Background: an optimization exercise with open tools, aiming at small area, a short achievable clock period and few clock cycles. Do not read the settings as production practice. Only simulation tests tie the RTL to the original design; equivalence was not proved. Power and IR drop assume default switching activity.

before:
Design CPU, start of the top module:
module CPU(
	input clk,
	input rst,
	output reg [15 : 0]PC,
	input  [31 : 0]instr,
	output [15 : 0]mem_addr,
	output [15 : 0]mem_data,
	output write,
	input  [15 : 0]mem_rdata,
	output [255 : 0]REGS,
	output halted
);
	reg [15 : 0] R [0 : 14];
	reg ZF, SF;
	reg halt_r, stuck_r;
	reg halt_p;                 
	reg [15 : 0] ras;           
	genvar gi;
	generate
		for (gi = 0; gi < 15; gi = gi + 1) begin : g_regs
			assign REGS[gi*16 +: 16] = R[gi];
		end
	endgenerate
	assign REGS[255 : 240] = 16'd0;
	assign halted = halt_r;
	reg        e_we;        
	reg        e_wmem;      
	reg        e_wsp;       
	reg        e_store;     
	reg        e_usesum;    
	reg        e_addrb;     
	reg        e_ret;       
	reg        e_setcc, e_sub;
	reg        e_usec;      
	reg        e_fa, e_fb;  
	reg [1 : 0] e_op;       
	reg [3 : 0] e_dst;
	reg [15 : 0] e_a, e_b, e_c;
	reg        m_we, m_wmem, m_wsp, m_store, m_ret;
	reg [3 : 0] m_dst;
	reg [15 : 0] m_addr, m_data, m_res;
	assign mem_addr = m_addr;
	assign mem_data = m_data;
	assign write = m_store;
	wire [15 : 0] wv = m_wmem ? mem_rdata : m_res;
	wire flush = m_ret && (mem_rdata != m_data);
	wire [15 : 0] a_op = e_fa ? m_res : e_a;
	wire [15 : 0] b_op = e_fb ? m_res : e_b;
	wire [15 : 0] x = e_usec ? e_c : (a_op ^ {16{e_sub}});
	reg [15 : 0] sum, gk, pk, pp;
	integer j, d;
  ...
Size: roughly 1900 cells after synthesis, ~360 I/O pins, roughly 21000 sq um of cells after synthesis.
Settings: LEC_CHECK=0, CAP_MARGIN=20, CORE_MARGIN=2, CORE_UTILIZATION=40, PLACE_DENSITY=0.6, SLEW_MARGIN=20; clock period 10.0 ns.
standard.sh (not shown) runs the stock make flow with config.mk's settings and CLKGATE_MAP_FILE= SYNTH_SCRIPT=/design/flow/synth_recipe.tcl, a recipe that flattens the netlist after the stock synthesis.
==> flow/flow/run.sh <==
#!/bin/bash
# Layout flow: the standard ORFS flow, with the port buffers made from
# the smallest buffer cell (instead of the resizer's default pick) and
# smaller clock-tree buffers. Each tool's full output goes to make.log here
# and to the ORFS logs under orfs/logs.
set -euo pipefail
bash standard.sh \
  "BUFFER_PORTS_ARGS=-buffer_cell sky130_fd_sc_hd__buf_1" \
  "CTS_BUF_LIST=sky130_fd_sc_hd__clkbuf_4 sky130_fd_sc_hd__clkbuf_8" \
  SETUP_SLACK_MARGIN=6.6 \
  finish > make.log 2>&1
Testbench counts of before, summed over its fixed seeds: cycles 154,407.
The following lists how after was set up differently from before:
-- flow/design.v --
<<< before, line 34
	reg        e_usec;      
	reg        e_fa, e_fb;  
	reg [1 : 0] e_op;       
	reg [3 : 0] e_dst;
>>> after, line 34
	reg        e_usec;      
	reg        e_fa, e_fb;  
	reg        e_wa, e_wb;  
	reg [1 : 0] e_op;       
	reg [3 : 0] e_dst;
<<< before, line 40
	reg [3 : 0] m_dst;
	reg [15 : 0] m_addr, m_data, m_res;
	assign mem_addr = m_addr;
	assign mem_data = m_data;
>>> after, line 41
	reg [3 : 0] m_dst;
	reg [15 : 0] m_addr, m_data, m_res;
	reg [15 : 0] w1;            
	assign mem_addr = m_addr;
	assign mem_data = m_data;
<<< before, line 45
	wire [15 : 0] wv = m_wmem ? mem_rdata : m_res;
	wire flush = m_ret && (mem_rdata != m_data);
	wire [15 : 0] a_op = e_fa ? m_res : e_a;
	wire [15 : 0] b_op = e_fb ? m_res : e_b;
	wire [15 : 0] x = e_usec ? e_c : (a_op ^ {16{e_sub}});
	reg [15 : 0] sum, gk, pk, pp;
>>> after, line 47
	wire [15 : 0] wv = m_wmem ? mem_rdata : m_res;
	wire flush = m_ret && (mem_rdata != m_data);
	wire [15 : 0] a_op = e_fa ? m_res : e_wa ? w1 : e_a;
	wire [15 : 0] b_op = e_fb ? m_res : e_wb ? w1 : e_b;
	wire [15 : 0] x = e_usec ? e_c : (a_op ^ {16{e_sub}});
	reg [15 : 0] sum, gk, pk, pp;
<<< before, line 108
		end
	endfunction
	function [16 : 0] fwd;    
		input [3 : 0] idx;
		begin
			if (m_we && m_dst == idx)
				fwd = {1'b1, wv};
			else if (m_wsp && idx == 4'd4)
				fwd = {1'b1, m_res};
			else
				fwd = 17'd0;
		end
	endfunction
	function [15 : 0] rd;
		input [3 : 0] idx;
		begin
			rd = (idx == 4'd15) ? 16'd0 : R[idx];
		end
	endfunction
	wire [16 : 0] fa = fwd(rA);
	wire [16 : 0] fb = fwd(rB);
	wire [16 : 0] fs = fwd(4'd4);
	wire [15 : 0] a_eff = fa[16] ? fa[15 : 0] : rd(rA);
	wire [15 : 0] b_eff = fb[16] ? fb[15 : 0] : rd(rB);
	wire [15 : 0] s_eff = fs[16] ? fs[15 : 0] : R[4];
	wire use_a = i_rrmov || i_rmmov || i_opq || i_push;
	wire use_b = i_rmmov || i_mrmov || i_opq;
>>> after, line 110
		end
	endfunction
	function m_hit;
		input [3 : 0] idx;
		begin
			m_hit = m_we && m_dst == idx && idx != 4'd4;
		end
	endfunction
	wire [15 : 0] s_eff = (m_we && m_dst == 4'd4) ? wv : m_wsp ? m_res : R[4];
	function [15 : 0] rd;
		input [3 : 0] idx;
		begin
			rd = (idx == 4'd15) ? 16'd0 : (idx == 4'd4) ? s_eff : R[idx];
		end
	endfunction
	wire [15 : 0] a_eff = rd(rA);
	wire [15 : 0] b_eff = rd(rB);
	wire use_a = i_rrmov || i_rmmov || i_opq || i_push;
	wire use_b = i_rmmov || i_mrmov || i_opq;
<<< before, line 253
		e_fa <= use_a && e_hit(rA);
		e_fb <= ((i_rmmov || i_mrmov || i_opq) && e_hit(rB)) || (use_s && e_hit(4'd4));
		e_b <= f_b;
		e_c <= f_c;
>>> after, line 247
		e_fa <= use_a && e_hit(rA);
		e_fb <= ((i_rmmov || i_mrmov || i_opq) && e_hit(rB)) || (use_s && e_hit(4'd4));
		e_wa <= use_a && m_hit(rA);
		e_wb <= (i_rmmov || i_mrmov || i_opq) && m_hit(rB);
		w1 <= wv;
		e_b <= f_b;
		e_c <= f_c;
[summary]
Going from before to after, die footprint grew by a few percent.
Instance count on the critical path is higher on before
after against before: wire length of the first global-routing pass held, final cell count rose 3.0%, final design area excluding fillers lower, global-route usage over all layers now smaller, via count lower.
Total power, after and before: lower on after
Testbench counts of after, summed over its fixed seeds: cycles 154,407.

========
The RTL this note starts from:
==> flow/design.v <==
module CPU(
	input clk,
	input rst,
	output reg [15 : 0]PC,
	input  [31 : 0]instr,
	output [15 : 0]mem_addr,
	output [15 : 0]mem_data,
	output write,
	input  [15 : 0]mem_rdata,
	output [255 : 0]REGS,
	output halted
);
	reg [15 : 0] R [0 : 14];
	reg ZF, SF;
	reg halt_r, stuck_r;
	reg [15 : 0] ras;           
	genvar gi;
	generate
		for (gi = 0; gi < 15; gi = gi + 1) begin : g_regs
			assign REGS[gi*16 +: 16] = R[gi];
		end
	endgenerate
	assign REGS[255 : 240] = 16'd0;
	assign halted = halt_r;
	reg        e_we;        
	reg        e_wmem;      
	reg        e_wsp;       
	reg        e_store;     
	reg        e_usesum;    
	reg        e_addrb;     
	reg        e_ret;       
	reg        e_setcc, e_sub;
	reg        e_m8, e_p8;  
	reg        e_usec;      
	reg        e_dc;        
	reg [1 : 0] e_op;       
	reg [3 : 0] e_dst;
	reg [15 : 0] e_a, e_b, e_c;
	reg        m_we, m_wmem, m_wsp, m_store, m_ret;
	reg [3 : 0] m_dst;
	reg [15 : 0] m_addr, m_data, m_res;
	assign mem_addr = m_addr;
	assign mem_data = m_data;
	assign write = m_store;
	wire [15 : 0] wv = m_wmem ? mem_rdata : m_res;
	wire flush = m_ret && (mem_rdata != m_data);
	wire [15 : 0] x = e_m8 ? 16'hFFF8 : e_p8 ? 16'h0008 :
	                  e_usec ? e_c : (e_a ^ {16{e_sub}});
	reg [15 : 0] sum, gk, pk, pp;
	integer j, d;
	always @(*) begin
		pp = x ^ e_b;
		gk = x & e_b;
		gk[0] = gk[0] | (pp[0] & e_sub);
		pk = pp;
		for (d = 1; d < 16; d = d * 2)
			for (j = 15; j >= d; j = j - 1) begin
				gk[j] = gk[j] | (pk[j] & gk[j - d]);
				pk[j] = pk[j] & pk[j - d];
			end
		sum = pp ^ {gk[14 : 0], e_sub};
	end
	wire sum_zero = (pp == {x[14 : 0] | e_b[14 : 0], e_sub});
	reg  [15 : 0] v;
	always @(*) begin
		case (e_op)
			2'd0: v = sum;
			2'd1: v = x & e_b;
			2'd2: v = x ^ e_b;
			default: v = 16'd1;
		endcase
	end
	reg v_zero;
	always @(*) begin
		case (e_op)
			2'd0: v_zero = sum_zero;
			2'd1: v_zero = (x & e_b) == 16'd0;
			2'd2: v_zero = x == e_b;
			default: v_zero = 1'b0;
		endcase
	end
	wire zf_l = e_setcc ? v_zero : ZF;
	wire sf_l = e_setcc ? v[15] : SF;
	wire [3 : 0] icode = instr[3 : 0];
	wire [3 : 0] ifun  = instr[7 : 4];
	wire [3 : 0] rA    = instr[11 : 8];
	wire [3 : 0] rB    = instr[15 : 12];
	wire [15 : 0] valC_r = instr[31 : 16];
	wire [15 : 0] valC_j = instr[23 : 8];
	wire i_halt  = icode == 4'd0;
	wire i_rrmov = icode == 4'd2;
	wire i_irmov = icode == 4'd3;
	wire i_rmmov = icode == 4'd4;
	wire i_mrmov = icode == 4'd5;
	wire i_opq   = icode == 4'd6;
	wire i_jxx   = icode == 4'd7;
	wire i_call  = icode == 4'd8;
	wire i_ret   = icode == 4'd9;
	wire i_push  = icode == 4'd10;
	wire i_pop   = icode == 4'd11;
	wire i_inv   = icode >= 4'd13;
	function [16 : 0] fwd;    
		input [3 : 0] idx;
		begin
			if (e_we && !e_wmem && e_dst == idx)
				fwd = {1'b1, v};
			else if (e_wsp && idx == 4'd4)
				fwd = {1'b1, sum};
			else if (m_we && m_dst == idx)
				fwd = {1'b1, wv};
			else if (m_wsp && idx == 4'd4)
				fwd = {1'b1, m_res};
			else
				fwd = 17'd0;
		end
	endfunction
	function [15 : 0] rd;
		input [3 : 0] idx;
		begin
			rd = (idx == 4'd15) ? 16'd0 : R[idx];
		end
	endfunction
	wire [16 : 0] fa = fwd(rA);
	wire [16 : 0] fb = fwd(rB);
	wire [16 : 0] fs = fwd(4'd4);
	wire [15 : 0] a_eff = fa[16] ? fa[15 : 0] : rd(rA);
	wire [15 : 0] b_eff = fb[16] ? fb[15 : 0] : rd(rB);
	wire [15 : 0] s_eff = fs[16] ? fs[15 : 0] : R[4];
	wire e_load = e_we && e_wmem;
	wire hz_a = e_load && e_dst == rA;
	wire hz_b = e_load && e_dst == rB;
	wire hz_s = e_load && e_dst == 4'd4;
	wire use_a = i_rrmov || i_rmmov || i_opq || i_push;
	wire use_b = i_rmmov || i_mrmov || i_opq;
	wire use_s = i_push || i_pop || i_call || i_ret;
	wire stall = (use_a && hz_a) || (use_b && hz_b) || (use_s && hz_s) ||
	             (i_halt && (e_we || e_wsp || e_store)) ||
	             (i_inv && e_ret);
	wire run = !halt_r && !stuck_r;
	wire go  = run && !stall && !flush;    
	wire cond = (ifun == 4'd0) || (ifun == 4'd1 && sf_l) ||
	            (ifun == 4'd2 && zf_l) || (ifun == 4'd3 && !zf_l);
	wire [15 : 0] p8  = PC + 16'd8;
	wire [15 : 0] p16 = PC + 16'd16;
	wire [15 : 0] p24 = PC + 16'd24;
	wire [15 : 0] p32 = PC + 16'd32;
	reg  [15 : 0] valP;
	always @(*) begin
		case (icode)
			4'd2, 4'd6, 4'd10, 4'd11: valP = p16;
			4'd3, 4'd4, 4'd5:         valP = p32;
			4'd7, 4'd8:               valP = p24;
			default:                  valP = p8;
		endcase
	end
	wire [15 : 0] pc_next = i_ret ? ras :
	                        (i_call || (i_jxx && cond)) ? valC_j : valP;
	wire f_wmem = i_mrmov || i_pop;
	wire f_we = ((i_rrmov || i_irmov || i_opq) && rB != 4'd15) ||
	            (f_wmem && rA != 4'd15) || i_push || i_call || i_ret;
	wire [3 : 0] f_dst = (i_push || i_call || i_ret) ? 4'd4 : f_wmem ? rA : rB;
	reg [1 : 0] f_op;
	always @(*) begin
		if (i_opq)
			case (ifun)
				4'd0, 4'd1: f_op = 2'd0;
				4'd2: f_op = 2'd1;
				4'd3: f_op = 2'd2;
				default: f_op = 2'd3;
			endcase
		else
			f_op = 2'd0;
	end
	wire [15 : 0] f_b = (i_rmmov || i_mrmov || i_opq) ? b_eff :
	                    use_s ? s_eff : 16'd0;
	wire [15 : 0] f_c = i_call ? p24 : i_ret ? ras : valC_r;
	wire [15 : 0] wbus = rst ? 16'd0 : wv;
	integer k;
	always @(posedge clk) begin
		for (k = 0; k < 15; k = k + 1)
			if (rst || (m_we && m_dst == k))
				R[k] <= wbus;
			else if (k == 4 && m_wsp)
				R[k] <= m_res;
	end
	always @(posedge clk) begin
		if (rst) begin
			PC <= 16'd0;
			halt_r <= 1'b0;
			stuck_r <= 1'b0;
			ZF <= 1'b0;
			SF <= 1'b0;
			e_we <= 1'b0;
			e_wsp <= 1'b0;
			e_store <= 1'b0;
			e_usesum <= 1'b0;
			e_addrb <= 1'b0;
			e_ret <= 1'b0;
			e_setcc <= 1'b0;
			m_we <= 1'b0;
			m_wsp <= 1'b0;
			m_store <= 1'b0;
			m_ret <= 1'b0;
		end else begin
			if (e_setcc && !flush) begin
				ZF <= v_zero;
				SF <= v[15];
			end
			m_we <= e_we && !flush;
			m_wsp <= e_wsp && !flush;
			m_store <= e_store && !flush;
			m_ret <= e_ret && !flush;
			if (flush)
				PC <= mem_rdata;
			else if (go) begin
				if (i_halt)
					halt_r <= 1'b1;
				else if (i_inv)
					stuck_r <= 1'b1;
				else
					PC <= pc_next;
			end
			e_we <= go && f_we;
			e_wsp <= go && i_pop;
			e_store <= go && (i_rmmov || i_push || i_call);
			e_usesum <= go && (i_rmmov || i_mrmov || i_push || i_call);
			e_addrb <= go && (i_pop || i_ret);
			e_ret <= go && i_ret;
			e_setcc <= go && i_opq;
		end
		if (i_call)
			ras <= p24;
		e_op <= f_op;
		e_sub <= i_opq && ifun == 4'd1;
		e_m8 <= i_push || i_call;
		e_p8 <= i_pop || i_ret;
		e_usec <= i_irmov || i_rmmov || i_mrmov;
		e_dc <= i_call || i_ret;
		e_dst <= f_dst;
		e_wmem <= f_wmem;
		e_a <= a_eff;
		e_b <= f_b;
		e_c <= f_c;
		m_dst <= e_dst;
		m_wmem <= e_wmem;
		m_res <= v;
		m_data <= e_dc ? e_c : e_a;
		m_addr <= e_addrb ? e_b : sum;
	end
endmodule
export LEC_CHECK = 0
export CAP_MARGIN = 20
export CORE_MARGIN = 2
export CORE_UTILIZATION = 40
export PLACE_DENSITY = 0.6
export SLEW_MARGIN = 20
create_clock -name core_clock -period 10.0 [get_ports {clk}]
Scripts as last shown in full above: flow/flow/run.sh
Testbench counts at the start, summed over its fixed seeds: cycles 154,279.
Rerun with:
--- a/flow/design.v
+++ b/flow/design.v
@@ -13,6 +13,7 @@
 	reg [15 : 0] R [0 : 14];
 	reg ZF, SF;
 	reg halt_r, stuck_r;
+	reg halt_p;                 
 	reg [15 : 0] ras;           
 	genvar gi;
 	generate
@@ -127,16 +128,9 @@
 	wire [15 : 0] b_eff = fb[16] ? fb[15 : 0] : rd(rB);
 	wire [15 : 0] s_eff = fs[16] ? fs[15 : 0] : R[4];
 	wire e_load = e_we && e_wmem;
-	wire hz_a = e_load && e_dst == rA;
-	wire hz_b = e_load && e_dst == rB;
-	wire hz_s = e_load && e_dst == 4'd4;
-	wire use_a = i_rrmov || i_rmmov || i_opq || i_push;
-	wire use_b = i_rmmov || i_mrmov || i_opq;
+	wire stall = e_load && (e_dst == rA || e_dst == rB || e_dst == 4'd4);
 	wire use_s = i_push || i_pop || i_call || i_ret;
-	wire stall = (use_a && hz_a) || (use_b && hz_b) || (use_s && hz_s) ||
-	             (i_halt && (e_we || e_wsp || e_store)) ||
-	             (i_inv && e_ret);
-	wire run = !halt_r && !stuck_r;
+	wire run = !halt_r && !halt_p && !stuck_r;
 	wire go  = run && !stall && !flush;    
 	wire cond = (ifun == 4'd0) || (ifun == 4'd1 && sf_l) ||
 	            (ifun == 4'd2 && zf_l) || (ifun == 4'd3 && !zf_l);
@@ -187,6 +181,7 @@
 		if (rst) begin
 			PC <= 16'd0;
 			halt_r <= 1'b0;
+			halt_p <= 1'b0;
 			stuck_r <= 1'b0;
 			ZF <= 1'b0;
 			SF <= 1'b0;
@@ -212,13 +207,22 @@
 			m_ret <= e_ret && !flush;
 			if (flush)
 				PC <= mem_rdata;
-			else if (go) begin
-				if (i_halt)
+			else if (go)
+				PC <= pc_next;
+			if (flush) begin
+				halt_p <= 1'b0;
+				stuck_r <= 1'b0;
+			end else begin
+				if (go && i_halt) begin
+					if (e_we || e_wsp || e_store)
+						halt_p <= 1'b1;
+					else
+						halt_r <= 1'b1;
+				end
+				if (halt_p)
 					halt_r <= 1'b1;
-				else if (i_inv)
+				if (go && i_inv)
 					stuck_r <= 1'b1;
-				else
-					PC <= pc_next;
 			end
 			e_we <= go && f_we;
 			e_wsp <= go && i_pop;
=> Total power went up by 7.4%. First-iteration DRC count climbs by 2.0%. Count of clock-buffer cells in the layout shrinks by 3. Cell area rose by 3.3%. Worst setup slack improves by 0.34 ns.
Testbench counts after the change, summed over its fixed seeds: cycles 155,526.

## static timing again, ports no longer ideal
In the flow no input, the clock included, has a driving cell. The finished layouts below were timed again as built, in two steps.
Step 1 assumes that a clkbuf_16 drives the clock port and a buf_2 every other input.
Step 2 times the ports against the registers' clock, not the clock port: input delays grow and output delays shrink by t, the midpoint of the rising clock arrivals with the driver on.
Three values: ideal ports, drivers, drivers and shift; two values: the first two.
run | t (ns) | setup WS [ns] | hold slack, ns | pins driven straight from the clock port
before | 0.729 | 6.025 / 6.025 / 5.404 | 0.387 / 0.387 / 0.387 | 1
after | 0.698 | 6.383 / 6.397 / 5.699 | 0.400 / 0.400 / 0.400 | 1
the first run of note 2 | 0.727 | 6.067 / 6.067 / 5.522 | 0.417 / 0.417 / 0.417 | 1
the second run of note 2 | 0.724 | 6.408 / 6.412 / 5.687 | 0.410 / 0.410 / 0.410 | 1
After both steps setup and hold are still met in every run listed. The setup slack of the second run of note 2, which loses most, moves by +0.004 ns with the drivers and by -0.721 ns with both steps.
